Background: an optimization exercise with open tools, aiming at a short achievable clock period and few clock cycles. Do not read the settings as production practice. Function was checked by simulation only, so behaviour that the tests miss may differ from the original. Power figures rest on the tool's default switching activity, not on a simulated workload.

**run.sh**
```bash
#!/bin/bash
# synth_recipe.tcl (not shown) runs the flow's synth.tcl, then flattens the netlist and writes it again
# the make line also repeats each setting of config.mk as NAME=value (left out here)
make -C /OpenROAD-flow-scripts/flow DESIGN_CONFIG=/design/flow/config.mk WORK_HOME=/design/flow/orfs CLKGATE_MAP_FILE= SYNTH_SCRIPT=/design/flow/synth_recipe.tcl finish
```
**config.mk**
```make
export PLATFORM = sky130hd
export DESIGN_NAME = Main_Controller
export DESIGN_NICKNAME = Main_Controller
export VERILOG_FILES = /design/flow/design.v
export SDC_FILE = /design/flow/constraint.sdc
export NUM_CORES = 4
export LEC_CHECK = 0
export ABC_CLOCK_PERIOD_IN_PS = 3500
export CAP_MARGIN = 20
export CORE_MARGIN = 2
export CORE_UTILIZATION = 40
export PLACE_DENSITY = 0.6
export SETUP_SLACK_MARGIN = 5
export SLEW_MARGIN = 20
export TNS_END_PERCENT = 100
```
**constraint.sdc**
```tcl
create_clock -name core_clock -period 9.0 [get_ports {clk}]
set_input_delay 1.8000 -clock core_clock [delete_from_list [all_inputs] [get_ports {clk}]]
set_output_delay 1.8000 -clock core_clock [all_outputs]
set_load 0.01 [all_outputs]
```
**design.v**
```verilog
module ALU(
  input [31:0] A,
  input [31:0] C,                
  input Sub,                     
  input [4:0] Shamt,             
  input [5:0] Sel,               
  output [31:0] Result
);
  wire [31:0] sum, dif;
  Adder S0(.A(A), .B(C), .Cin(1'b0), .S(sum));
  Adder S1(.A(A), .B(~C), .Cin(1'b1), .S(dif));
  wire lt, eq;
  Compare C0(.A(A), .B(C), .Lt(lt), .Eq(eq));
  assign Result = ({32{Sel[0] & ~Sub}} & sum) |
                  ({32{Sel[0] & Sub}} & dif) |
                  ({32{Sel[1]}} & (A & C)) |
                  ({32{Sel[2]}} & (A | C)) |
                  ({32{Sel[3]}} & (A << Shamt)) |
                  ({32{Sel[4]}} & (A >> Shamt)) |
                  ({32{Sel[5]}} & {31'd0, lt});
endmodule
module Adder(
  input [31:0] A,
  input [31:0] B,
  input Cin,
  output [31:0] S
);
  wire [31:0] p = A ^ B;
  reg [31:0] g, t;
  integer k, s;
  always @(*) begin
    g = A & B;
    t = p;
    g[0] = g[0] | (p[0] & Cin);
    for (s = 1; s < 32; s = s * 2)
      for (k = 31; k >= 0; k = k - 1)
        if ((k & s) != 0) begin
          g[k] = g[k] | (t[k] & g[(k & ~(s - 1)) - 1]);
          t[k] = t[k] & t[(k & ~(s - 1)) - 1];
        end
  end
  assign S = p ^ {g[30:0], Cin};
endmodule
module Branching(
  input [31:0] A,
  input [31:0] B,
  input [5:0] Br,                
  input Pred,                    
  output Taken,
  output Mispredict
);
  wire eq, lt;
  Compare C0(.A(A), .B(B), .Lt(lt), .Eq(eq));
  wire gt = ~lt & ~eq;
  assign Taken = (Br[0] & eq) | (Br[1] & ~eq) | (Br[2] & gt) |
                 (Br[3] & ~lt) | (Br[4] & lt) | (Br[5] & ~gt);
  assign Mispredict = (|Br) & (Taken ^ Pred);
endmodule
module Compare(
  input [31:0] A,
  input [31:0] B,
  output Lt,                     
  output Eq
);
  wire [31:0] a = {~A[31], A[30:0]};
  wire [31:0] b = {~B[31], B[30:0]};
  reg [31:0] l, e;
  integer k, s;
  always @(*) begin
    l = ~a & b;
    e = ~(a ^ b);
    for (s = 1; s < 32; s = s * 2)
      for (k = 0; k < 32; k = k + 2 * s) begin
        l[k] = l[k + s] | (e[k + s] & l[k]);
        e[k] = e[k + s] & e[k];
      end
  end
  assign Lt = l[0];
  assign Eq = e[0];
endmodule
module Decode(
  input [31:0] Instruction,
  output Is_Jump,                
  output Is_Jr,
  output Reg_Write,
  output Rd_Dest,                
  output Is_Load,
  output Is_Store,
  output [5:0] Branch,           
  output [5:0] Alu_Sel,          
  output Use_Imm,                
  output Use_Imm_Lo,             
  output Invert,                 
  output [31:0] Imm              
);
  wire [5:0] op = Instruction[31:26];
  wire [5:0] func = Instruction[5:0];
  wire [15:0] imm = Instruction[15:0];
  wire rtype = (op == 6'd0);
  wire f_add  = rtype & (func == 6'd32 || func == 6'd33);
  wire f_sub  = rtype & (func == 6'd34 || func == 6'd35);
  wire f_and  = rtype & (func == 6'd36);
  wire f_or   = rtype & (func == 6'd37);
  wire f_sll  = rtype & (func == 6'd0);
  wire f_srl  = rtype & (func == 6'd2);
  wire f_slt  = rtype & (func == 6'd42);
  wire f_jr   = rtype & (func == 6'd8);
  wire o_addi  = (op == 6'd8);
  wire o_addiu = (op == 6'd9);
  wire o_slti  = (op == 6'd10);
  wire o_andi  = (op == 6'd12);
  wire o_ori   = (op == 6'd13);
  wire o_lw    = (op == 6'd35);
  wire o_sw    = (op == 6'd43);
  assign Is_Jump = (op == 6'd2) | (op == 6'd3);
  assign Is_Jr = f_jr;
  assign Is_Load = o_lw;
  assign Is_Store = o_sw;
  assign Rd_Dest = rtype;
  assign Reg_Write = f_add | f_sub | f_and | f_or | f_sll | f_srl | f_slt |
                     o_addi | o_addiu | o_slti | o_andi | o_ori | o_lw;
  assign Branch = {op == 6'd21, op == 6'd25, op == 6'd24, op == 6'd7, op == 6'd5, op == 6'd4};
  assign Alu_Sel = {f_slt | o_slti, f_srl, f_sll, f_or | o_ori, f_and | o_andi,
                    f_add | f_sub | o_addi | o_addiu};
  assign Use_Imm = o_addi | o_addiu | o_slti | o_andi | o_ori;
  assign Use_Imm_Lo = o_addi | o_addiu | o_slti;
  assign Invert = f_sub | f_slt | o_slti;
  assign Imm = {{16{imm[15] & ~(o_addiu | o_slti)}}, imm};
endmodule
module Store_Load(
  input clk,
  input reset,
  input Is_Load,                 
  input Is_Store,                
  input Store,                   
  input [9:0] Address,           
  input [31:0] Store_Data,
  output [31:0] Load_Data,
  output [9:0] Mem_Address,
  output Mem_Write,
  output [31:0] Mem_Write_Data,
  input [31:0] Mem_Read_Data
);
  reg sb_v;
  reg [9:0] sb_addr;
  reg [31:0] sb_data;
  assign Mem_Address = Is_Load ? Address : sb_addr;
  assign Mem_Write = sb_v & ~Is_Load & ~reset;
  assign Mem_Write_Data = sb_data;
  assign Load_Data = (sb_v && sb_addr == Address) ? sb_data : Mem_Read_Data;
  always @(posedge clk) begin
    if (reset)
      sb_v <= 1'b0;
    else if (Store)
      sb_v <= 1'b1;
    else if (~Is_Load)
      sb_v <= 1'b0;
    if (Is_Store) begin
      sb_addr <= Address;
      sb_data <= Store_Data;
    end
  end
endmodule
module Main_Controller(
  input clk, reset,
  output [9:0] imem_addr,        
  input [31:0] imem_data,        
  output [9:0] dmem_addr,        
  output dmem_we,                
  output [31:0] dmem_wdata,      
  input [31:0] dmem_rdata        
);
  localparam TW = 4;             
  localparam TN = 1 << TW;       
  reg [31:0] Register_Data [31:0];
  reg [9:0] PC;                  
  reg [TN-1:0] oh0;              
  reg        bt_v   [0:TN-1];
  reg [9:TW] bt_tag [0:TN-1];
  reg        bt_j   [0:TN-1];      
  reg [5:0]  bt_br  [0:TN-1];
  reg [4:0]  bt_rs  [0:TN-1];
  reg [4:0]  bt_rt  [0:TN-1];
  reg [9:0]  bt_tgt [0:TN-1];
  reg        bt_sk  [0:TN-1];      
  reg [1:0]  cnt    [0:TN-1];      
  reg        jb_v   [0:TN-1];
  reg [9:TW] jb_tag [0:TN-1];
  reg [5:0]  jb_br  [0:TN-1];
  reg [4:0]  jb_rs  [0:TN-1];
  reg [4:0]  jb_rt  [0:TN-1];
  reg [9:0]  jb_tgt [0:TN-1];      
  reg [9:0]  jb_nxt [0:TN-1];      
  reg        jb_sk  [0:TN-1];
  reg [1:0]  jb_cnt [0:TN-1];
  reg        kb_v   [0:TN-1];
  reg [5:0]  kb_br  [0:TN-1];
  reg [4:0]  kb_rs  [0:TN-1];
  reg [4:0]  kb_rt  [0:TN-1];
  reg [9:0]  kb_tgt [0:TN-1];
  reg [9:0]  kb_nxt [0:TN-1];
  reg        kb_sk  [0:TN-1];
  reg [1:0]  kb_cnt [0:TN-1];
  reg [31:0] e_a;                
  reg [31:0] e_b;                
  reg [31:0] e_c;                
  reg e_cin;
  reg e_sum;                     
  reg [5:0] e_sel;
  reg [4:0] e_rd;
  reg e_we, e_lw, e_sw, e_jr;
  reg [9:0] e_addr;              
  reg [5:0] e_br;                
  reg e_pred;                    
  reg [9:0] e_alt;               
  reg [TW-1:0] e_ci;                
  reg e_shok;                    
  reg [5:0] p_br;
  reg [4:0] p_rs, p_rt;
  reg p_pred, p_sk;
  reg [9:0] p_alt;
  reg p_cj;                      
  reg [TW-1:0] p_ci;
  reg [5:0] p2_br;
  reg [4:0] p2_rs, p2_rt;
  reg p2_pred, p2_sk;
  reg [9:0] p2_alt;
  reg [TW-1:0] p2_ci;
  reg [5:0] q2_br;
  reg [31:0] q2_a, q2_b;
  reg q2_pred, q2_sk;
  reg [9:0] q2_alt;
  reg [TW-1:0] q2_ci;
  reg [5:0] q_br;
  reg [31:0] q_a, q_b;
  reg q_pred, q_sk;
  reg [9:0] q_alt;
  reg q_cj;
  reg [TW-1:0] q_ci;
  reg w_we;
  reg [4:0] w_rd;
  reg [31:0] w_data;
  reg lj_v;
  reg [9:0] lj_pc;
  reg l2_v;
  reg [TW-1:0] l2_i;
  wire q_taken;
  wire q_wrong;
  Branching I6(.A(q_a), .B(q_b), .Br(q_br), .Pred(q_pred), .Taken(q_taken), .Mispredict(q_wrong));
  wire q_skip = q_taken & q_sk & e_shok;
  wire q2_taken, q2_bad;
  Branching I7(.A(q2_a), .B(q2_b), .Br(q2_br), .Pred(q2_pred), .Taken(q2_taken), .Mispredict(q2_bad));
  wire q2_wrong = q2_bad & ~q_wrong;
  wire q2_skip = q2_taken & q2_sk & e_shok;
  wire q1_mis = q_wrong & ~q_skip;
  wire q2_mis = q2_wrong & ~q2_skip;
  wire q_mis = q1_mis | q2_mis;
  wire e_kill = q_wrong | q2_wrong;
  wire e_fwd = e_we & ~e_kill;
  wire [31:0] alu_out;
  ALU I3(.A(e_a), .C(e_c), .Sub(e_cin), .Shamt(e_b[4:0]), .Sel(e_sel), .Result(alu_out));
  wire e_taken, e_mis;
  Branching I4(.A(e_a), .B(e_b), .Br(e_br), .Pred(e_pred), .Taken(e_taken), .Mispredict(e_mis));
  wire [31:0] ld_data;
  Store_Load I5(
    .clk(clk), .reset(reset), .Is_Load(e_lw), .Is_Store(e_sw), .Store(e_sw & ~e_kill), .Address(e_addr),
    .Store_Data(e_b), .Load_Data(ld_data),
    .Mem_Address(dmem_addr), .Mem_Write(dmem_we), .Mem_Write_Data(dmem_wdata),
    .Mem_Read_Data(dmem_rdata)
  );
  wire [31:0] wb_data = e_lw ? ld_data : alu_out;
  wire squash = q_mis | e_mis | e_jr;
  wire [9:0] alt = q1_mis ? q_alt : q2_mis ? q2_alt : e_mis ? e_alt : e_a[9:0];
  wire [31:0] w_ps = (w_we && w_rd == p_rs) ? w_data : Register_Data[p_rs];
  wire [31:0] w_pt = (w_we && w_rd == p_rt) ? w_data : Register_Data[p_rt];
  wire [31:0] p_a = (e_fwd && e_rd == p_rs) ? wb_data : w_ps;
  wire [31:0] p_b = (e_fwd && e_rd == p_rt) ? wb_data : w_pt;
  wire [31:0] w_ps2 = (w_we && w_rd == p2_rs) ? w_data : Register_Data[p2_rs];
  wire [31:0] w_pt2 = (w_we && w_rd == p2_rt) ? w_data : Register_Data[p2_rt];
  wire [31:0] p2_a = (e_fwd && e_rd == p2_rs) ? wb_data : w_ps2;
  wire [31:0] p2_b = (e_fwd && e_rd == p2_rt) ? wb_data : w_pt2;
  assign imem_addr = PC;
  wire [31:0] I = imem_data;
  wire [4:0] rs = I[25:21], rt = I[20:16], rd = I[15:11];
  wire d_j, d_jr, d_we, d_lw, d_sw, d_rdst, d_imm_hi, d_imm_lo, d_inv;
  wire [5:0] d_br, d_sel;
  wire [31:0] d_imm;
  Decode I2(
    .Instruction(I), .Is_Jump(d_j), .Is_Jr(d_jr), .Reg_Write(d_we), .Rd_Dest(d_rdst),
    .Is_Load(d_lw), .Is_Store(d_sw), .Branch(d_br), .Alu_Sel(d_sel),
    .Use_Imm(d_imm_hi), .Use_Imm_Lo(d_imm_lo), .Invert(d_inv), .Imm(d_imm)
  );
  wire d_isbr = |d_br;
  wire [31:0] w_rs = (w_we && w_rd == rs) ? w_data : Register_Data[rs];
  wire [31:0] w_rt = (w_we && w_rd == rt) ? w_data : Register_Data[rt];
  wire fwd_a = e_fwd && e_rd == rs;
  wire [31:0] rf_a = fwd_a ? wb_data : w_rs;
  wire [5:0] aw_lo = {1'b0, w_rs[4:0]} + {1'b0, I[4:0]};
  wire [4:0] aw_h0 = w_rs[9:5] + I[9:5];
  wire [4:0] aw_h1 = w_rs[9:5] + I[9:5] + 5'd1;
  wire [9:0] addr_w = {aw_lo[5] ? aw_h1 : aw_h0, aw_lo[4:0]};
  wire [9:0] cs_s = e_a[9:0] ^ e_c[9:0] ^ I[9:0];
  wire [9:0] cs_c = (e_a[9:0] & e_c[9:0]) | (e_a[9:0] & I[9:0]) | (e_c[9:0] & I[9:0]);
  wire [9:0] addr_s = cs_s + {cs_c[8:0], 1'b0};
  wire [9:0] addr_l = ld_data[9:0] + I[9:0];
  wire [9:0] addr_e = e_lw ? addr_l : addr_s;
  wire stall = e_we && e_rd == rs && (d_lw | d_sw) && !e_lw && !e_sum;
  wire f_kill = squash | stall;
  wire [31:0] rf_b = (e_fwd && e_rd == rt) ? wb_data : w_rt;
  wire [31:0] op2 = {d_imm_hi ? d_imm[31:16] : rf_b[31:16], d_imm_lo ? d_imm[15:0] : rf_b[15:0]};
  wire [9:0] pc1 = PC + 10'd1;
  wire [9:0] pc2 = PC + 10'd2;
  wire [9:0] jt = I[9:0];
  wire [9:0] d_tgt = pc1 + I[9:0];           
  wire [TN-1:0] oh1 = {oh0[TN-2:0], oh0[TN-1]};
  reg bt_v1, bt_j1, bt_sk1, jb_v1, jb_sk1, jb_v0, jb_sk0;
  reg [9:TW] bt_tag1, jb_tag1, jb_tag0;
  reg [5:0] bt_br1, jb_br1, jb_br0;
  reg [4:0] bt_rs1, bt_rt1, jb_rs1, jb_rt1, jb_rs0, jb_rt0;
  reg [9:0] bt_tgt1, jb_tgt1, jb_nxt1, jb_tgt0, jb_nxt0;
  reg [1:0] cnt1, jb_cnt1, cnt0, jb_cnt0;
  reg kb_v1, kb_sk1, kb_v0, kb_sk0;
  reg [5:0] kb_br1, kb_br0;
  reg [4:0] kb_rs1, kb_rt1, kb_rs0, kb_rt0;
  reg [9:0] kb_tgt1, kb_nxt1, kb_tgt0, kb_nxt0;
  reg [1:0] kb_cnt1, kb_cnt0;
  integer k;
  always @(*) begin
    bt_v1 = 1'b0; bt_j1 = 1'b0; bt_sk1 = 1'b0; bt_tag1 = 0; bt_br1 = 6'd0;
    bt_rs1 = 5'd0; bt_rt1 = 5'd0; bt_tgt1 = 10'd0; cnt1 = 2'd0;
    jb_v1 = 1'b0; jb_sk1 = 1'b0; jb_tag1 = 0; jb_br1 = 6'd0; jb_rs1 = 5'd0; jb_rt1 = 5'd0;
    jb_tgt1 = 10'd0; jb_nxt1 = 10'd0; jb_cnt1 = 2'd0;
    jb_v0 = 1'b0; jb_sk0 = 1'b0; jb_tag0 = 0; jb_br0 = 6'd0; jb_rs0 = 5'd0; jb_rt0 = 5'd0;
    jb_tgt0 = 10'd0; jb_nxt0 = 10'd0; jb_cnt0 = 2'd0; cnt0 = 2'd0;
    kb_v1 = 1'b0; kb_sk1 = 1'b0; kb_br1 = 6'd0; kb_rs1 = 5'd0; kb_rt1 = 5'd0;
    kb_tgt1 = 10'd0; kb_nxt1 = 10'd0; kb_cnt1 = 2'd0;
    kb_v0 = 1'b0; kb_sk0 = 1'b0; kb_br0 = 6'd0; kb_rs0 = 5'd0; kb_rt0 = 5'd0;
    kb_tgt0 = 10'd0; kb_nxt0 = 10'd0; kb_cnt0 = 2'd0;
    for (k = 0; k < TN; k = k + 1) begin
      bt_v1   = bt_v1   | (oh1[k] & bt_v[k]);
      bt_j1   = bt_j1   | (oh1[k] & bt_j[k]);
      bt_sk1  = bt_sk1  | (oh1[k] & bt_sk[k]);
      bt_tag1 = bt_tag1 | ({(10-TW){oh1[k]}} & bt_tag[k]);
      bt_br1  = bt_br1  | ({6{oh1[k]}} & bt_br[k]);
      bt_rs1  = bt_rs1  | ({5{oh1[k]}} & bt_rs[k]);
      bt_rt1  = bt_rt1  | ({5{oh1[k]}} & bt_rt[k]);
      bt_tgt1 = bt_tgt1 | ({10{oh1[k]}} & bt_tgt[k]);
      cnt1    = cnt1    | ({2{oh1[k]}} & cnt[k]);
      jb_v1   = jb_v1   | (oh1[k] & jb_v[k]);
      jb_sk1  = jb_sk1  | (oh1[k] & jb_sk[k]);
      jb_tag1 = jb_tag1 | ({(10-TW){oh1[k]}} & jb_tag[k]);
      jb_br1  = jb_br1  | ({6{oh1[k]}} & jb_br[k]);
      jb_rs1  = jb_rs1  | ({5{oh1[k]}} & jb_rs[k]);
      jb_rt1  = jb_rt1  | ({5{oh1[k]}} & jb_rt[k]);
      jb_tgt1 = jb_tgt1 | ({10{oh1[k]}} & jb_tgt[k]);
      jb_nxt1 = jb_nxt1 | ({10{oh1[k]}} & jb_nxt[k]);
      jb_cnt1 = jb_cnt1 | ({2{oh1[k]}} & jb_cnt[k]);
      jb_v0   = jb_v0   | (oh0[k] & jb_v[k]);
      jb_sk0  = jb_sk0  | (oh0[k] & jb_sk[k]);
      jb_tag0 = jb_tag0 | ({(10-TW){oh0[k]}} & jb_tag[k]);
      jb_br0  = jb_br0  | ({6{oh0[k]}} & jb_br[k]);
      jb_rs0  = jb_rs0  | ({5{oh0[k]}} & jb_rs[k]);
      jb_rt0  = jb_rt0  | ({5{oh0[k]}} & jb_rt[k]);
      jb_tgt0 = jb_tgt0 | ({10{oh0[k]}} & jb_tgt[k]);
      jb_nxt0 = jb_nxt0 | ({10{oh0[k]}} & jb_nxt[k]);
      jb_cnt0 = jb_cnt0 | ({2{oh0[k]}} & jb_cnt[k]);
      cnt0    = cnt0    | ({2{oh0[k]}} & cnt[k]);
      kb_v1   = kb_v1   | (oh1[k] & kb_v[k]);
      kb_sk1  = kb_sk1  | (oh1[k] & kb_sk[k]);
      kb_br1  = kb_br1  | ({6{oh1[k]}} & kb_br[k]);
      kb_rs1  = kb_rs1  | ({5{oh1[k]}} & kb_rs[k]);
      kb_rt1  = kb_rt1  | ({5{oh1[k]}} & kb_rt[k]);
      kb_tgt1 = kb_tgt1 | ({10{oh1[k]}} & kb_tgt[k]);
      kb_nxt1 = kb_nxt1 | ({10{oh1[k]}} & kb_nxt[k]);
      kb_cnt1 = kb_cnt1 | ({2{oh1[k]}} & kb_cnt[k]);
      kb_v0   = kb_v0   | (oh0[k] & kb_v[k]);
      kb_sk0  = kb_sk0  | (oh0[k] & kb_sk[k]);
      kb_br0  = kb_br0  | ({6{oh0[k]}} & kb_br[k]);
      kb_rs0  = kb_rs0  | ({5{oh0[k]}} & kb_rs[k]);
      kb_rt0  = kb_rt0  | ({5{oh0[k]}} & kb_rt[k]);
      kb_tgt0 = kb_tgt0 | ({10{oh0[k]}} & kb_tgt[k]);
      kb_nxt0 = kb_nxt0 | ({10{oh0[k]}} & kb_nxt[k]);
      kb_cnt0 = kb_cnt0 | ({2{oh0[k]}} & kb_cnt[k]);
    end
  end
  wire d_pred = cnt0[1];
  wire [TW-1:0] i1 = pc1[TW-1:0];
  wire h1 = bt_v1 && bt_tag1 == pc1[9:TW];
  wire [9:0] t1 = bt_tgt1;
  wire pr1 = cnt1[1] & ~bt_sk1;
  wire h2 = jb_v1 && jb_tag1 == pc1[9:TW];
  wire pr2 = jb_cnt1[1] & ~jb_sk1;
  wire [TW-1:0] i0 = PC[TW-1:0];
  wire h3 = jb_v0 && jb_tag0 == PC[9:TW];
  wire pr3 = jb_cnt0[1] & ~jb_sk0;
  wire h2b = h2 & ~pr2 & kb_v1;
  wire pr2b = kb_cnt1[1] & ~kb_sk1;
  wire h3b = h3 & ~pr3 & kb_v0;
  wire pr3b = kb_cnt0[1] & ~kb_sk0;
  wire seq = ~d_j & ~d_jr & ~(d_isbr & d_pred);
  wire fold1_j  = seq & h1 & bt_j1;
  wire fold1_br = seq & h1 & ~bt_j1;
  wire fold2_br = fold1_j & h2;
  wire fold3_br = d_j & h3;
  reg [9:0] npc;
  always @(*) begin
    if (squash)                     npc = alt;
    else if (stall)                 npc = PC;
    else if (d_j)                   npc = h3 ? (pr3 ? jb_tgt0 : h3b ? (pr3b ? kb_tgt0 : kb_nxt0) : jb_nxt0) : jt;
    else if (d_isbr & d_pred)       npc = d_tgt;
    else if (fold1_br)              npc = pr1 ? t1 : pc2;
    else if (fold1_j)               npc = h2 ? (pr2 ? jb_tgt1 : h2b ? (pr2b ? kb_tgt1 : kb_nxt1) : jb_nxt1) : t1;
    else                            npc = pc1;
  end
  reg [5:0] n_br;
  reg [4:0] n_rs, n_rt;
  reg n_pred, n_cj, n_sk;
  reg [9:0] n_alt;
  reg [TW-1:0] n_ci;
  always @(*) begin
    if (d_j) begin
      n_br = h3 ? jb_br0 : 6'd0; n_rs = jb_rs0; n_rt = jb_rt0; n_pred = pr3; n_sk = jb_sk0 & ~h3b;
      n_alt = pr3 ? jb_nxt0 : jb_tgt0; n_cj = 1'b1; n_ci = i0;
    end else if (fold1_j) begin
      n_br = h2 ? jb_br1 : 6'd0; n_rs = jb_rs1; n_rt = jb_rt1; n_pred = pr2; n_sk = jb_sk1 & ~h2b;
      n_alt = pr2 ? jb_nxt1 : jb_tgt1; n_cj = 1'b1; n_ci = i1;
    end else begin
      n_br = fold1_br ? bt_br1 : 6'd0; n_rs = bt_rs1; n_rt = bt_rt1; n_pred = pr1; n_sk = bt_sk1;
      n_alt = pr1 ? pc2 : t1; n_cj = 1'b0; n_ci = i1;
    end
  end
  reg [5:0] n2_br;
  reg [4:0] n2_rs, n2_rt;
  reg n2_pred, n2_sk;
  reg [9:0] n2_alt;
  reg [TW-1:0] n2_ci;
  always @(*) begin
    if (d_j) begin
      n2_br = h3b ? kb_br0 : 6'd0; n2_rs = kb_rs0; n2_rt = kb_rt0; n2_pred = pr3b; n2_sk = kb_sk0;
      n2_alt = pr3b ? kb_nxt0 : kb_tgt0; n2_ci = i0;
    end else begin
      n2_br = (fold1_j & h2b) ? kb_br1 : 6'd0; n2_rs = kb_rs1; n2_rt = kb_rt1; n2_pred = pr2b; n2_sk = kb_sk1;
      n2_alt = pr2b ? kb_nxt1 : kb_tgt1; n2_ci = i1;
    end
  end
  wire u_q2 = (|q2_br) & ~q_wrong;
  wire [1:0] cq2 = kb_cnt[q2_ci];
  wire [1:0] cq2_n = q2_taken ? ((cq2 == 2'b11) ? 2'b11 : cq2 + 2'b01) : ((cq2 == 2'b00) ? 2'b00 : cq2 - 2'b01);
  wire kb_w = l2_v & d_isbr;
  wire u_e = |e_br;
  wire u_q = |q_br;
  wire [1:0] ce = cnt[e_ci];
  wire [1:0] cq = q_cj ? jb_cnt[q_ci] : cnt[q_ci];
  wire [1:0] ce_n = e_taken ? ((ce == 2'b11) ? 2'b11 : ce + 2'b01) : ((ce == 2'b00) ? 2'b00 : ce - 2'b01);
  wire [1:0] cq_n = q_taken ? ((cq == 2'b11) ? 2'b11 : cq + 2'b01) : ((cq == 2'b00) ? 2'b00 : cq - 2'b01);
  wire jb_w = lj_v & d_isbr;
  wire [TW-1:0] jw = lj_pc[TW-1:0];
  integer i;
  always @(posedge clk) begin
    if (reset) begin
      PC <= 10'd0;
      oh0 <= 1;
      for (i = 0; i < 32; i = i + 1)
        Register_Data[i] <= 32'd0;
      for (i = 0; i < TN; i = i + 1) begin
        bt_v[i] <= 1'b0;
        jb_v[i] <= 1'b0;
        kb_v[i] <= 1'b0;
        cnt[i] <= 2'b01;
      end
      e_we <= 1'b0;
      e_lw <= 1'b0;
      e_sw <= 1'b0;
      e_jr <= 1'b0;
      e_br <= 6'd0;
      p_br <= 6'd0;
      q_br <= 6'd0;
      p2_br <= 6'd0;
      q2_br <= 6'd0;
      lj_v <= 1'b0;
      l2_v <= 1'b0;
      w_we <= 1'b0;
    end else begin
      if (w_we)
        Register_Data[w_rd] <= w_data;
      w_we <= e_fwd;
      PC <= npc;
      for (i = 0; i < TN; i = i + 1)
        oh0[i] <= npc[TW-1:0] == i;
      e_we <= d_we & ~f_kill;
      e_lw <= d_lw & ~f_kill;
      e_sw <= d_sw & ~f_kill;
      e_jr <= d_jr & ~f_kill;
      e_br <= f_kill ? 6'd0 : d_br;
      p_br <= f_kill ? 6'd0 : n_br;
      q_br <= squash ? 6'd0 : p_br;
      p2_br <= f_kill ? 6'd0 : n2_br;
      q2_br <= squash ? 6'd0 : p2_br;
      l2_v <= ~f_kill & ((d_j & h3 & ~pr3 & ~kb_v0) | (fold1_j & h2 & ~pr2 & ~kb_v1));
      lj_v <= ~f_kill & ((d_j & ~h3) | (fold1_j & ~h2));
      if (d_j | d_isbr) begin
        bt_v[i0] <= 1'b1;
        bt_tag[i0] <= PC[9:TW];
        bt_j[i0] <= d_j;
        bt_br[i0] <= d_br;
        bt_rs[i0] <= rs;
        bt_rt[i0] <= rt;
        bt_tgt[i0] <= d_j ? jt : d_tgt;
        bt_sk[i0] <= I[9:0] == 10'd1;
      end
      for (i = 0; i < TN; i = i + 1) begin
        if (u_e && e_ci == i)
          cnt[i] <= ce_n;
        else if (u_q && !q_cj && q_ci == i)
          cnt[i] <= cq_n;
        if (jb_w && jw == i) begin
          jb_v[i] <= 1'b1;
          jb_cnt[i] <= cnt0;
        end else if (u_q && q_cj && q_ci == i)
          jb_cnt[i] <= cq_n;
        if (jb_w && jw == i)
          kb_v[i] <= 1'b0;
        else if (kb_w && l2_i == i) begin
          kb_v[i] <= 1'b1;
          kb_cnt[i] <= cnt0;
        end else if (u_q2 && q2_ci == i)
          kb_cnt[i] <= cq2_n;
      end
      if (jb_w) begin
        jb_tag[jw] <= lj_pc[9:TW];
        jb_br[jw] <= d_br;
        jb_rs[jw] <= rs;
        jb_rt[jw] <= rt;
        jb_tgt[jw] <= d_tgt;
        jb_nxt[jw] <= pc1;
        jb_sk[jw] <= I[9:0] == 10'd1;
      end
    end
    lj_pc <= d_j ? PC : pc1;
    l2_i <= d_j ? i0 : i1;
    if (kb_w) begin
      kb_br[l2_i] <= d_br;
      kb_rs[l2_i] <= rs;
      kb_rt[l2_i] <= rt;
      kb_tgt[l2_i] <= d_tgt;
      kb_nxt[l2_i] <= pc1;
      kb_sk[l2_i] <= I[9:0] == 10'd1;
    end
    p2_rs <= n2_rs;
    p2_rt <= n2_rt;
    p2_pred <= n2_pred;
    p2_sk <= n2_sk;
    p2_alt <= n2_alt;
    p2_ci <= n2_ci;
    q2_a <= p2_a;
    q2_b <= p2_b;
    q2_pred <= p2_pred;
    q2_sk <= p2_sk;
    q2_alt <= p2_alt;
    q2_ci <= p2_ci;
    w_rd <= e_rd;
    w_data <= wb_data;
    e_a <= rf_a;
    e_b <= rf_b;
    e_c <= op2;
    e_cin <= d_inv;
    e_sum <= d_sel[0] & ~d_inv;
    e_sel <= d_sel;
    e_rd <= d_rdst ? rd : rt;
    e_addr <= fwd_a ? addr_e : addr_w;
    e_pred <= d_pred;
    e_alt <= d_pred ? pc1 : d_tgt;
    e_ci <= i0;
    e_shok <= ~d_j & ~d_jr & ~d_isbr;
    p_rs <= n_rs;
    p_rt <= n_rt;
    p_pred <= n_pred;
    p_sk <= n_sk;
    p_alt <= n_alt;
    p_cj <= n_cj;
    p_ci <= n_ci;
    q_a <= p_a;
    q_b <= p_b;
    q_pred <= p_pred;
    q_sk <= p_sk;
    q_alt <= p_alt;
    q_cj <= p_cj;
    q_ci <= p_ci;
  end
endmodule
```
==> results of run 1 <==
==> placed cells by master, fill, tap and decap left out, types with 264 or more instances in the layout <==
cell type	synthesis	routed
a21oi_1	319	264
a22oi_1	812	810
edfxtp_1	2954	2954
a22o_1	447	445
buf_4	4	495
mux2i_1	401	381
nand2_1	619	482
a221oi_1	452	442
and2_1	1053	1048
nor2_1	607	490
dfxtp_1	528	425
o21ai_0	570	412
clkbuf_16	0	388
mux4_2	1944	1944
==> through the flow <==
stage,total power [mW],util [%],instance area [um2],hold WS (ps)
after floorplan,37.1,-,200000,310
after global placement,46.4,42.0,208000,312
after detailed placement,46.4,42.1,208000,312
after CTS,63.4,46.0,227000,325
after global routing,66.7,46.7,231000,330
final,65.6,46.8,231000,325
==> worst max-delay path by stage <==
stage | to | slack, ps | cells after the start
6_report | e_c[1] | 4330 | 8
5_1_grt | oh0[15] | 4430 | 14
4_1_cts | e_c[8] | 4630 | 18
3_5_place_dp | oh0[6] | 1900 | 12
3_3_place_gp | oh0[6] | 2030 | 12
2_1_floorplan | e_addr[9] | 3950 | 20
==> flip-flops by register name, indices dropped and copies added (netlist names), 96 cells and up <==
name / count
jb_br: 96
jb_tag: 96
jb_nxt: 160
kb_tgt: 160
bt_br: 96
bt_tag: 96
jb_tgt: 160
bt_tgt: 160
kb_br: 96
Register_Data: 1024
kb_nxt: 160
==> layout make-up <==
type,instances,share of cell area (%)
clock inverter,228,0.994
tap,6500,3.52
multi-input combinational,9131,42.0
clock buffer,466,4.33
inverter,282,0.498
antenna,148,0.160
timing repair inverter,1,0.00217
timing repair buffer,1001,5.33
sequential,3482,43.1
==> power by group through the flow <==
stage,Clock (mW),Combinational (mW),Sequential (mW)
floorplan,0,17.0,20.0
global placement,0,25.2,21.2
detailed placement,0,25.2,21.2
CTS,15.9,26.7,20.8
global route,16.4,29.3,20.9
finish,15.9,28.8,20.9
==> kinds of logic (layout without fill, tap and decap cells) <==
kind of cell	Yosys count	count (layout)	synth area share [%]
AO/OA/AOI/OAI	3051	3054	11.1
XOR/XNOR	161	164	0.715
adder cells (fa/ha/maj)	294	297	1.94
buffers and inverters	1644	1978	3.28
flip-flops	3482	3482	50.1
multiplexers	2437	2437	24.6
other	0	148	0
AND/OR/NAND/NOR	3169	3179	8.25
==> repair_timing <==
action	in CTS	in global routing
gates cloned	83	14
buffers inserted	244	109
setup endpoints to repair	2708	1336
gates resized for setup	929	481
pin swaps	127	101
==> routing by layer <==
layer  GRT usage [%]  vias to the layer above
li1                -                    58300
met1            42.2                    77200
met2            47.7                    14900
met3            15.1                     3428
met4            20.2                       62
met5            1.21                        -
==> worst register-to-register path, cell delays in order, from the launching register on <==
cell and delay [ps]:
dfxtp_2 320, inv_2 40, ha_4 250, nand4_1 470, nor4_4 490, nand3_4 220, or3_1 350, a21o_1 210
mux2i_4 170, buf_12 150, xor2_4 100, buf_6 140, buf_6 100, o221ai_2 160, buf_6 190, nand3_4 140
o221ai_4 280, buf_6 140, buf_6 100, nand3b_1 190, nor3_1 240
==> results.toml, run 1 <==
[status]
status = "complete, but fails checks"
violatedChecks = "antenna rules"

[synthesis]
yosys.area.top_type_share_pct = 44.8
synth.area.top_cells = "edfxtp_1, mux4_2, dfxtp_1, and2_1, a22oi_1"
synth_nets = 14600
yosys-top-cells-count = "edfxtp_1, mux4_2, and2_1, clkbuf_1, a22oi_1"
ys_types = 97
synth_edf_count = 2954
syn_inst = 14200
ys_ff_latch = 3482
netlist_area_um2 = 198000
synth_most_common_cell = "edfxtp_1"
yosysTopAreaCell = "edfxtp_1"
ys_seq_area_share_pct = 50.1
synth_ff_type = "edfxtp_1"
yosysWarningCount = 9
postSynth.asyncResetShare_pct = 0
synth_area_per_cell_um2 = 13.9

[critical_path]
worst-path-buf-inv = 2
crit_start = "imem_data[18]"
crit_arrival_ps = 5570
rr_startpoint = "q_a[19]"
max_stage_delay_ps = 1120
reg2reg_depth = 20
crit_slowest_cell = "xnor2_1"
r2r_end = "oh0[15]"
r2r_slack_ps = 4480
crit_top_cell = "buf_6"
cp-end-kind = "flip-flop"
crit_type = "in2reg"
cp_top_family = "XOR/XNOR gates"
worstPathCellList = "buf_6 -> xnor2_1 -> and3_4 -> buf_6 -> nor2_1 -> a21oi_2 -> mux2i_2 -> mux2_4"
crit_fanout = 24
worstPathRequired_ps = 9900
crit_path_start_kind = "primary input"

[pwr]
p_comb_share_pct = 43.9
intPower_mw = 39.9
swShare_pct = 39.1
p_leak_nw = 77.6
switching_power_mw = 25.7
ir_drop_mv = 0.305
clkPwrFrac_pct = 24.2
seq_power_share_pct = 31.9
power_density_nw_per_um2 = 284

[floorplanning]
die_x_um = 708
die_area_um2 = 501000
io_pins = 119
fp.dieH_um = 708
core_um2 = 494000
start_util_pct = 40.2
core.rowCount = 258

[placement]
hpwlAfterDp_mm = 486
io_buffers = 118
dp_slack_ps = 1900
gp_congestion = 0.941
dp_cells = 19900

[route]
top_layer = "met5"
antenna_left = 1
routed-wl-met2_mm = 365
drt_iter0_drc = 29300
dr.pass1.iters = 9
wl_mm = 876
route.met3.wl_mm = 149
wl_per_cell_um = 41.3
remaining_drc_errors = 0
drt-met1-wl_mm = 297
viasPerCell = 7.24
vias = 154000

[final_layout]
fin_nets = 14600
multi_input_area_um2 = 97000
fillCellCount = 42400
area_growth_syn_to_layout_pct = 16.5
fin_cells = 21200
drive_gt1_share_pct = 30.2
seq_area_um2 = 99500

[timing]
fin_crit_ps = 4670
finalSetupTns_ps = 0
post-route-period-util_pct = 51.9
final-max-slew-violation-count = 0
finalHoldViolations = 0
tightest_slew_ps = 1410
fmax_mhz = 214
clock_skew_ps = 99.9
grt_setup_unrepaired = "true"
worst_slack_ps = 4330
finalSetupViolations = 0
slew_headroom_pct = 5.13

[cts]
cts_made_buffers = 373
clkTransAtPathRegs_ps = 60
cts_tree = "built"
cts_buffer_depth = 4
ctsHoldBuffers = 0
clock_latency_ps = 1090
cts-root-buf = "clkbuf_16"
cts_sinks = 3482
htree_levels = 5

[min_path]
hp-start = "p2_alt[3]"
hold_end = "q2_alt[3]"
hold_class = "reg2reg"
hold_depth = 0

[run]
cap_violations = 0

[global_routing]
grt_first_pass_wirelength_mm = 1190
antenna_found_initial = 92
gr-total-overflow = 0
grt_pass1_vias = 143000
grt_use_total_pct = 33.7
grt_max_degree = 118
Testbench counts, summed over its fixed seeds: cycles 44,337.
==> run 2, diff against run 1 <==
--- a/design.v
+++ b/design.v
@@ -210,5 +210,7 @@
   reg [4:0] e_rd;
   reg e_we, e_lw, e_sw, e_jr;
-  reg [9:0] e_addr;              
+  reg [4:0] e_alo, e_ah0, e_ah1;
+  reg e_acy;
+  wire [9:0] e_addr = {e_acy ? e_ah1 : e_ah0, e_alo};
   reg [5:0] e_br;                
   reg e_pred;                    
@@ -298,6 +300,5 @@
   wire [5:0] aw_lo = {1'b0, w_rs[4:0]} + {1'b0, I[4:0]};
   wire [4:0] aw_h0 = w_rs[9:5] + I[9:5];
-  wire [4:0] aw_h1 = w_rs[9:5] + I[9:5] + 5'd1;
-  wire [9:0] addr_w = {aw_lo[5] ? aw_h1 : aw_h0, aw_lo[4:0]};
+  wire [5:0] aw_h1 = {w_rs[9:5], 1'b1} + {I[9:5], 1'b1};
   wire [9:0] cs_s = e_a[9:0] ^ e_c[9:0] ^ I[9:0];
   wire [9:0] cs_c = (e_a[9:0] & e_c[9:0]) | (e_a[9:0] & I[9:0]) | (e_c[9:0] & I[9:0]);
@@ -314,5 +315,7 @@
   wire [9:0] d_tgt = pc1 + I[9:0];           
   wire [TN-1:0] oh1 = {oh0[TN-2:0], oh0[TN-1]};
-  reg bt_v1, bt_j1, bt_sk1, jb_v1, jb_sk1, jb_v0, jb_sk0;
+  reg bt_v1, bt_j1, bt_sk1, jb_v1, jb_sk1, jb_v0, jb_sk0, bt_v0;
+  reg [9:TW] bt_tag0;
+  reg [9:0] bt_tgt0;
   reg [9:TW] bt_tag1, jb_tag1, jb_tag0;
   reg [5:0] bt_br1, jb_br1, jb_br0;
@@ -333,4 +336,5 @@
     jb_v0 = 1'b0; jb_sk0 = 1'b0; jb_tag0 = 0; jb_br0 = 6'd0; jb_rs0 = 5'd0; jb_rt0 = 5'd0;
     jb_tgt0 = 10'd0; jb_nxt0 = 10'd0; jb_cnt0 = 2'd0; cnt0 = 2'd0;
+    bt_v0 = 1'b0; bt_tag0 = 0; bt_tgt0 = 10'd0;
     kb_v1 = 1'b0; kb_sk1 = 1'b0; kb_br1 = 6'd0; kb_rs1 = 5'd0; kb_rt1 = 5'd0;
     kb_tgt1 = 10'd0; kb_nxt1 = 10'd0; kb_cnt1 = 2'd0;
@@ -366,4 +370,7 @@
       jb_cnt0 = jb_cnt0 | ({2{oh0[k]}} & jb_cnt[k]);
       cnt0    = cnt0    | ({2{oh0[k]}} & cnt[k]);
+      bt_v0   = bt_v0   | (oh0[k] & bt_v[k]);
+      bt_tag0 = bt_tag0 | ({(10-TW){oh0[k]}} & bt_tag[k]);
+      bt_tgt0 = bt_tgt0 | ({10{oh0[k]}} & bt_tgt[k]);
       kb_v1   = kb_v1   | (oh1[k] & kb_v[k]);
       kb_sk1  = kb_sk1  | (oh1[k] & kb_sk[k]);
@@ -384,5 +391,6 @@
     end
   end
-  wire d_pred = cnt0[1];
+  wire h0 = bt_v0 && bt_tag0 == PC[9:TW];
+  wire d_pred = cnt0[1] & h0;
   wire [TW-1:0] i1 = pc1[TW-1:0];
   wire h1 = bt_v1 && bt_tag1 == pc1[9:TW];
@@ -408,5 +416,5 @@
     else if (stall)                 npc = PC;
     else if (d_j)                   npc = h3 ? (pr3 ? jb_tgt0 : h3b ? (pr3b ? kb_tgt0 : kb_nxt0) : jb_nxt0) : jt;
-    else if (d_isbr & d_pred)       npc = d_tgt;
+    else if (d_isbr & d_pred)       npc = bt_tgt0;
     else if (fold1_br)              npc = pr1 ? t1 : pc2;
     else if (fold1_j)               npc = h2 ? (pr2 ? jb_tgt1 : h2b ? (pr2b ? kb_tgt1 : kb_nxt1) : jb_nxt1) : t1;
@@ -568,5 +576,8 @@
     e_sel <= d_sel;
     e_rd <= d_rdst ? rd : rt;
-    e_addr <= fwd_a ? addr_e : addr_w;
+    e_alo <= fwd_a ? addr_e[4:0] : aw_lo[4:0];
+    e_ah0 <= fwd_a ? addr_e[9:5] : aw_h0;
+    e_ah1 <= fwd_a ? addr_e[9:5] : aw_h1[5:1];
+    e_acy <= ~fwd_a & aw_lo[5];
     e_pred <= d_pred;
     e_alt <= d_pred ? pc1 : d_tgt;
==> run 2 against run 1 <==
Against the previous run:
- now clean on timing, DRC and antenna
- maximum frequency rose by 4.4%
- critical path depth up 10
- first-iteration DRC count is 5.2% lower
- setup slack improved by 200 ps
- area after synthesis up 0.70%
- hold slack got worse by 16 ps
- synthesized cell count grew 1.3%
==> results.toml, run 2 <==
[cts]
cts-root-buf = "clkbuf_16"
cts_buffer_depth = 4
clock_latency_ps = 1060
clkTransAtPathRegs_ps = 70
cts_made_buffers = 370
htree_levels = 5
cts_tree = "built"
cts_sinks = 3488
ctsHoldBuffers = 0

[global_routing]
grt_max_degree = 103
antenna_found_initial = 108
gr-total-overflow = 0
grt_pass1_vias = 146000
grt_use_total_pct = 34.6
grt_first_pass_wirelength_mm = 1220

[route]
viasPerCell = 7.29
vias = 157000
wl_mm = 902
antenna_left = 0
remaining_drc_errors = 0
wl_per_cell_um = 42.0
drt_iter0_drc = 27800
dr.pass1.iters = 19

[min_path]
hold_depth = 0
hold_class = "reg2reg"

[timing]
fmax_mhz = 224
clock_skew_ps = 90.2
grt_setup_unrepaired = "true"
post-route-period-util_pct = 49.7
slew_headroom_pct = 5.64
finalSetupTns_ps = 0
tightest_slew_ps = 1400
fin_crit_ps = 4470
finalSetupViolations = 0
final-max-slew-violation-count = 0
worst_slack_ps = 4530
finalHoldViolations = 0

[floorplanning]
core.rowCount = 259
fp.dieH_um = 710
start_util_pct = 40.1
core_um2 = 497000
die_area_um2 = 505000
die_x_um = 710
io_pins = 119

[placement]
dp_slack_ps = 1790
dp_cells = 20300
io_buffers = 118
gp_congestion = 0.972
hpwlAfterDp_mm = 520

[final_layout]
drive_gt1_share_pct = 30.1
fin_cells = 21500
finish.utilization_pct = 46.9
fin_nets = 14800
largest_register_ffs = 1024
layout_common_cells = "edfxtp_1, mux4_2, and2_1"
final_common_cell = "edfxtp_1"
largest-register = "Register_Data"
area_growth_syn_to_layout_pct = 16.9
fillCellCount = 42900

[pwr]
ir_drop_mv = 0.326
power_density_nw_per_um2 = 301
p_leak_nw = 78.2
p_total_mw = 70.1

[synthesis]
ys_types = 87
postSynth.asyncResetShare_pct = 0
netlist_area_um2 = 200000
yosysWarningCount = 9
synth.area.top_cells = "edfxtp_1, mux4_2, dfxtp_1, and2_1, a22oi_1"
yosysTopAreaCell = "edfxtp_1"
yosys-top-cells-count = "edfxtp_1, mux4_2, and2_1, clkbuf_1, a22oi_1"
synth_ff_type = "edfxtp_1"
ys_ff_latch = 3488
synth_area_per_cell_um2 = 13.8
syn_inst = 14400
yosys.area.top_type_share_pct = 44.4
synth_nets = 14800
synth_most_common_cell = "edfxtp_1"
synth_edf_count = 2954
ys_seq_area_share_pct = 49.8

[critical_path]
crit_fanout = 7
crit_type = "reg2reg"
crit_arrival_ps = 5340
worstPathRequired_ps = 9870
crit_path_start_kind = "flip-flop"
reg2reg_depth = 18
cp-end-kind = "flip-flop"

[run]
cap_violations = 0

[status]
status = "timing/DRC/antenna clean"
==> run 2: cell families after synthesis <==
kind of cell,after synthesis,share of synthesized area [%]
compound gates,3177,11.5
xor+xnor,166,0.729
fa+ha+maj,293,1.93
buf+inv,1656,3.22
flops,3488,49.8
mux,2489,24.8
simple gates,3147,8.08
==> run 2: cell type report <==
| class | count | area [um2] | share of cell area, % |
|---|---|---|---|
| inverter | 267 | 1090 | 0.466 |
| antenna | 102 | 255 | 0.109 |
| timing repair buffer | 999 | 12100 | 5.18 |
| sequential | 3488 | 99700 | 42.7 |
| multi-input combinational | 9291 | 99000 | 42.4 |
| tap | 6655 | 8330 | 3.57 |
| clock buffer | 484 | 10400 | 4.45 |
| clock inverter | 205 | 2370 | 1.02 |
| timing repair inverter | 6 | 46.3 | 0.0199 |
==> run 2: final timing paths <==
kind / from / to / slack (ps)
setup / recovery: q_b[31] / e_a[29] / 4530
hold / removal: p2_alt[0] / q2_alt[0] / 310
setup reg to reg: q_b[31] / e_a[29] / 4530
hold reg to reg: p2_alt[0] / q2_alt[0] / 310
==> run 2: repair_timing <==
item	CTS	global route
pin swaps	112	91
endpoints found under the setup margin	2756	1907
resized for setup	1064	485
buffers inserted	214	97
gates cloned	77	16
==> run 2: worst max-delay path, stage by stage, from the launching register on <==
cell      delay, ps
dfxtp_2         330
inv_2            40
ha_4            260
nand4_1         130
or4_4           640
nor3_4          230
buf_12          160
mux2i_4         230
or4b_4          520
a21boi_4        190
buf_4           140
and3_1          190
o21ai_4          80
and3_4          260
buf_6           130
buf_6           110
buf_12          140
nand2_8         170
mux2_2          360
==> run 2: power breakdown <==
group,switching (mW),internal [mW],leakage (nW)
registers,1.81,19.6,32.4
clock network,7.01,9.39,6.21
logic,19.6,12.8,39.5
total,28.4,41.8,78.2
==> run 2: per-stage QoR <==
stage / area, um2 / hold WS, ps
after floorplan: 201000 / 310
after global placement: 210000 / 310
after detailed placement: 210000 / 312
after CTS: 230000 / 312
after global routing: 233000 / 334
final: 233000 / 309
==> run 2: metal layers <==
metal / routed length (um) / vias up / global-route usage, %
li1: - / 59000 / -
met1: 302000 / 78700 / 43.1
met2: 374000 / 15400 / 48.9
met3: 153000 / 3411 / 15.0
met4: 71700 / 69 / 22.5
met5: 1370 / - / 1.65
Testbench counts of run 2, summed over its fixed seeds: cycles 44,339.
==> run 3, diff against run 2 <==
--- a/design.v
+++ b/design.v
@@ -250,14 +250,17 @@
   wire q_wrong;
   Branching I6(.A(q_a), .B(q_b), .Br(q_br), .Pred(q_pred), .Taken(q_taken), .Mispredict(q_wrong));
-  wire q_skip = q_taken & q_sk & e_shok;
+  wire e_used = e_we & (e_rd == imem_data[25:21] || e_rd == imem_data[20:16] ||
+                        (|p_br) & (e_rd == p_rs || e_rd == p_rt) ||
+                        (|p2_br) & (e_rd == p2_rs || e_rd == p2_rt));
+  wire q_skip = q_taken & q_sk & e_shok & ~e_used;
   wire q2_taken, q2_bad;
   Branching I7(.A(q2_a), .B(q2_b), .Br(q2_br), .Pred(q2_pred), .Taken(q2_taken), .Mispredict(q2_bad));
   wire q2_wrong = q2_bad & ~q_wrong;
-  wire q2_skip = q2_taken & q2_sk & e_shok;
+  wire q2_skip = q2_taken & q2_sk & e_shok & ~e_used;
   wire q1_mis = q_wrong & ~q_skip;
   wire q2_mis = q2_wrong & ~q2_skip;
   wire q_mis = q1_mis | q2_mis;
   wire e_kill = q_wrong | q2_wrong;
-  wire e_fwd = e_we & ~e_kill;
+  wire e_fwd = e_we;
   wire [31:0] alu_out;
   ALU I3(.A(e_a), .C(e_c), .Sub(e_cin), .Shamt(e_b[4:0]), .Sel(e_sel), .Result(alu_out));
@@ -492,5 +495,5 @@
       if (w_we)
         Register_Data[w_rd] <= w_data;
-      w_we <= e_fwd;
+      w_we <= e_we & ~e_kill;
       PC <= npc;
       for (i = 0; i < TN; i = i + 1)
==> run 3 against run 2 <==
Against the previous run:
- first-iteration DRC count grew 8.1%
- flip-flop and latch count is the same
- highest routed layer unchanged
- sequential power shrank 2%
- critical endpoint is now e_ah1[4]
- area after synthesis grew 0.15%
- sequential share of layout area grew 0.19 points
- largest cell class unchanged
- still clean
==> results.toml, run 3 <==
[status]
status = "timing/DRC/antenna clean"

[critical_path]
crit_fanout = 37
crit_arrival_ps = 5160
rr_startpoint = "q2_a[15]"
crit_type = "in2reg"
r2r_end = "oh0[9]"
crit_path_start_kind = "primary input"
worstPathCellList = "buf_16 -> buf_16 -> mux4_2 -> mux4_2 -> mux2i_1 -> nor2_1 -> a21oi_4 -> inv_1 -> fa_2 -> a21o_1 -> a21oi_2 -> xnor2_1 -> mux2_2"
worst-path-buf-inv = 3
cp_top_family = "multiplexers"
r2r_slack_ps = 4760
cp-end-kind = "flip-flop"
crit_slowest_cell = "mux4_2"
max_stage_delay_ps = 500
worstPathRequired_ps = 9910
reg2reg_depth = 15

[route]
antenna_left = 0
drt_iter0_drc = 30100
viasPerCell = 7.33
dr.pass1.iters = 7
vias = 158000
remaining_drc_errors = 0
wl_per_cell_um = 42.3
wl_mm = 914

[min_path]
hold_end = "q_sk"
hold_class = "reg2reg"
hp-start = "p_sk"
hold_depth = 0

[global_routing]
use_met2_pct = 47.7
gr-total-overflow = 0
grt_first_pass_wirelength_mm = 1230
grt_use_total_pct = 34.7
grt_util_met3_pct = 17.2
met1_usage_pct = 43.8
grt_max_degree = 106
antenna_found_initial = 110
grt_pass1_vias = 147000
grt.busiest_layer = "met2"

[final_layout]
drive_gt1_share_pct = 30.0
fin_cells = 21600
final_common_cell = "edfxtp_1"
layout_common_cells = "edfxtp_1, mux4_2, and2_1"
area_growth_syn_to_layout_pct = 16.2
largest-register = "Register_Data"
fillCellCount = 43100
largest_register_ffs = 1024
fin_nets = 14700

[pwr]
ir_drop_mv = 0.288
power_density_nw_per_um2 = 289
p_leak_nw = 78.9

[timing]
fmax_mhz = 235
tightest_slew_ps = 1360
finalHoldViolations = 0
grt_setup_unrepaired = "true"
fin_hold_ws_ps = 302
post-route-period-util_pct = 47.2
fin_crit_ps = 4250
final-max-slew-violation-count = 0
finalSetupTns_ps = 0
finalSetupViolations = 0
clock_skew_ps = 107
slew_headroom_pct = 8.90

[placement]
io_buffers = 118
dp_cells = 20200
hpwlAfterDp_mm = 539
gp_congestion = 0.997

[floorplanning]
fp.dieH_um = 711
die_x_um = 711
core_um2 = 498000
core.rowCount = 259
start_util_pct = 40.2
die_area_um2 = 505000
io_pins = 119

[synthesis]
synth_ff_type = "edfxtp_1"
synthSimpleGateAreaFrac_pct = 7.92
synth_edf_count = 2954
synth_nets = 14700
yosysTopAreaCell = "edfxtp_1"
yosysWarningCount = 9
ys_types = 113
synth_area_per_cell_um2 = 14.0
yosys.area.top_type_share_pct = 44.4
synth_most_common_cell = "edfxtp_1"
postSynth.asyncResetShare_pct = 0
netlist_area_um2 = 200000
synth_compound_area_share_pct = 11.9
synthAdderAreaFrac_pct = 1.92
synthXorXnorAreaFrac_pct = 0.760
syn_inst = 14300
synthMuxAreaShare_pct = 24.4
ys_ff_latch = 3488
synth.area.top_cells = "edfxtp_1, mux4_2, dfxtp_1, and2_1, a22oi_1"
ys_seq_area_share_pct = 49.7
yosys-top-cells-count = "edfxtp_1, mux4_2, and2_1, clkbuf_1, a22oi_1"
synth_top_family_by_area = "multiplexers"

[cts]
clkTransAtPathRegs_ps = 60
cts_made_buffers = 370
cts_tree = "built"
cts-root-buf = "clkbuf_16"
htree_levels = 5
cts_sinks = 3488
clock_latency_ps = 1080
cts_buffer_depth = 4

[run]
cap_violations = 0
run 3: cell types whose count changed after synthesis, moves of 72 or more:
cell	change
clkbuf_1	-90
o21ai_0	-139
buf_2	+72
a22oi_1	-76
o211ai_1	+135
nand2_1	-162
run 3: area by class of cell:
cell class / instances / area [um2] / area share, %
Antenna cell: 225 / 563 / 0.242
Inverter: 268 / 1080 / 0.466
Tap cell: 6655 / 8330 / 3.58
Multi-Input combinational cell: 9199 / 98300 / 42.3
Timing Repair Buffer: 1050 / 11800 / 5.06
Sequential cell: 3488 / 99700 / 42.9
Clock buffer: 488 / 10400 / 4.47
Timing Repair inverter: 1 / 7.51 / 0.00323
Clock inverter: 202 / 2150 / 0.925
run 3: logic make-up after synthesis:
kind of cell / after synthesis
xor+xnor: 170
simple gates: 3024
buf+inv: 1658
flops: 3488
mux: 2455
compound gates: 3240
fa+ha+maj: 292
run 3: what timing repair did:
action	CTS	global route
pin swaps	131	140
gates cloned	50	12
resized for setup	739	346
buffers inserted	269	99
hold buffers	0	0
setup endpoints to repair	2727	1084
run 3: routing by layer:
layer | routed length (um) | part of all wire (%)
met2 | 372000 | 41
met1 | 311000 | 34
met5 | 830 | 0.091
met4 | 66800 | 7.3
met3 | 164000 | 18
run 3: through the flow:
stage	cell area [um2]	setup WS, ps	total power, mW	utilization, %
2_1_floorplan	202000	4210	37.5	-
3_3_place_gp	210000	2390	47.4	42.2
3_5_place_dp	210000	2420	47.4	42.2
4_1_cts	229000	4820	64.9	46.1
5_1_grt	232000	4700	68.1	46.6
6_report	232000	4750	67.1	46.7
run 3: worst max-delay path by stage:
stage	start	endpoint	slack [ps]	cells after the start
2_1_floorplan	imem_data[21]	e_ah1[4]	4210	15
3_3_place_gp	imem_data[28]	jb_nxt[3][0]	2390	9
3_5_place_dp	imem_data[28]	jb_br[11][1]	2420	9
4_1_cts	reset	dmem_we	4820	4
5_1_grt	imem_data[21]	e_ah1[4]	4700	12
6_report	imem_data[22]	e_ah1[4]	4750	13
run 3: power breakdown:
group	internal, mW	switching, mW
clock	9.16	7.01
combinational	12.0	17.9
sequential	19.4	1.63
total	40.6	26.5
Testbench counts of run 3, summed over its fixed seeds: cycles 44,675.

afterwards: timing with drivers on the ports:
In the flow no input, the clock included, has a driving cell. The finished layouts below were timed again as built, in two steps.
Step 1: set_driving_cell puts a clkbuf_16 on clk and a buf_2 on each other input, an assumption about the parent block.
Step 2 times the ports against the registers' clock, not the clock port: input delays grow and output delays shrink by t, the midpoint of the rising clock arrivals with the driver on.
a / b / c = ideal / step 1 / step 2; a / b = the first two.
run	t (ns)	slack for setup (ns)	worst register clock-pin slew, ns	worst data-port slew with drivers (ns)
run 1	1.151	4.331 / 4.290 / 3.139	0.07 / 0.07	0.69
run 2	1.139	4.530 / 4.263 / 3.124	0.08 / 0.08	0.56
run 3	1.172	4.750 / 4.485 / 3.313	0.08 / 0.08	0.59
For run 3, which loses most, drivers alone change the setup slack by -0.265 ns; drivers and shift together by -1.437 ns.
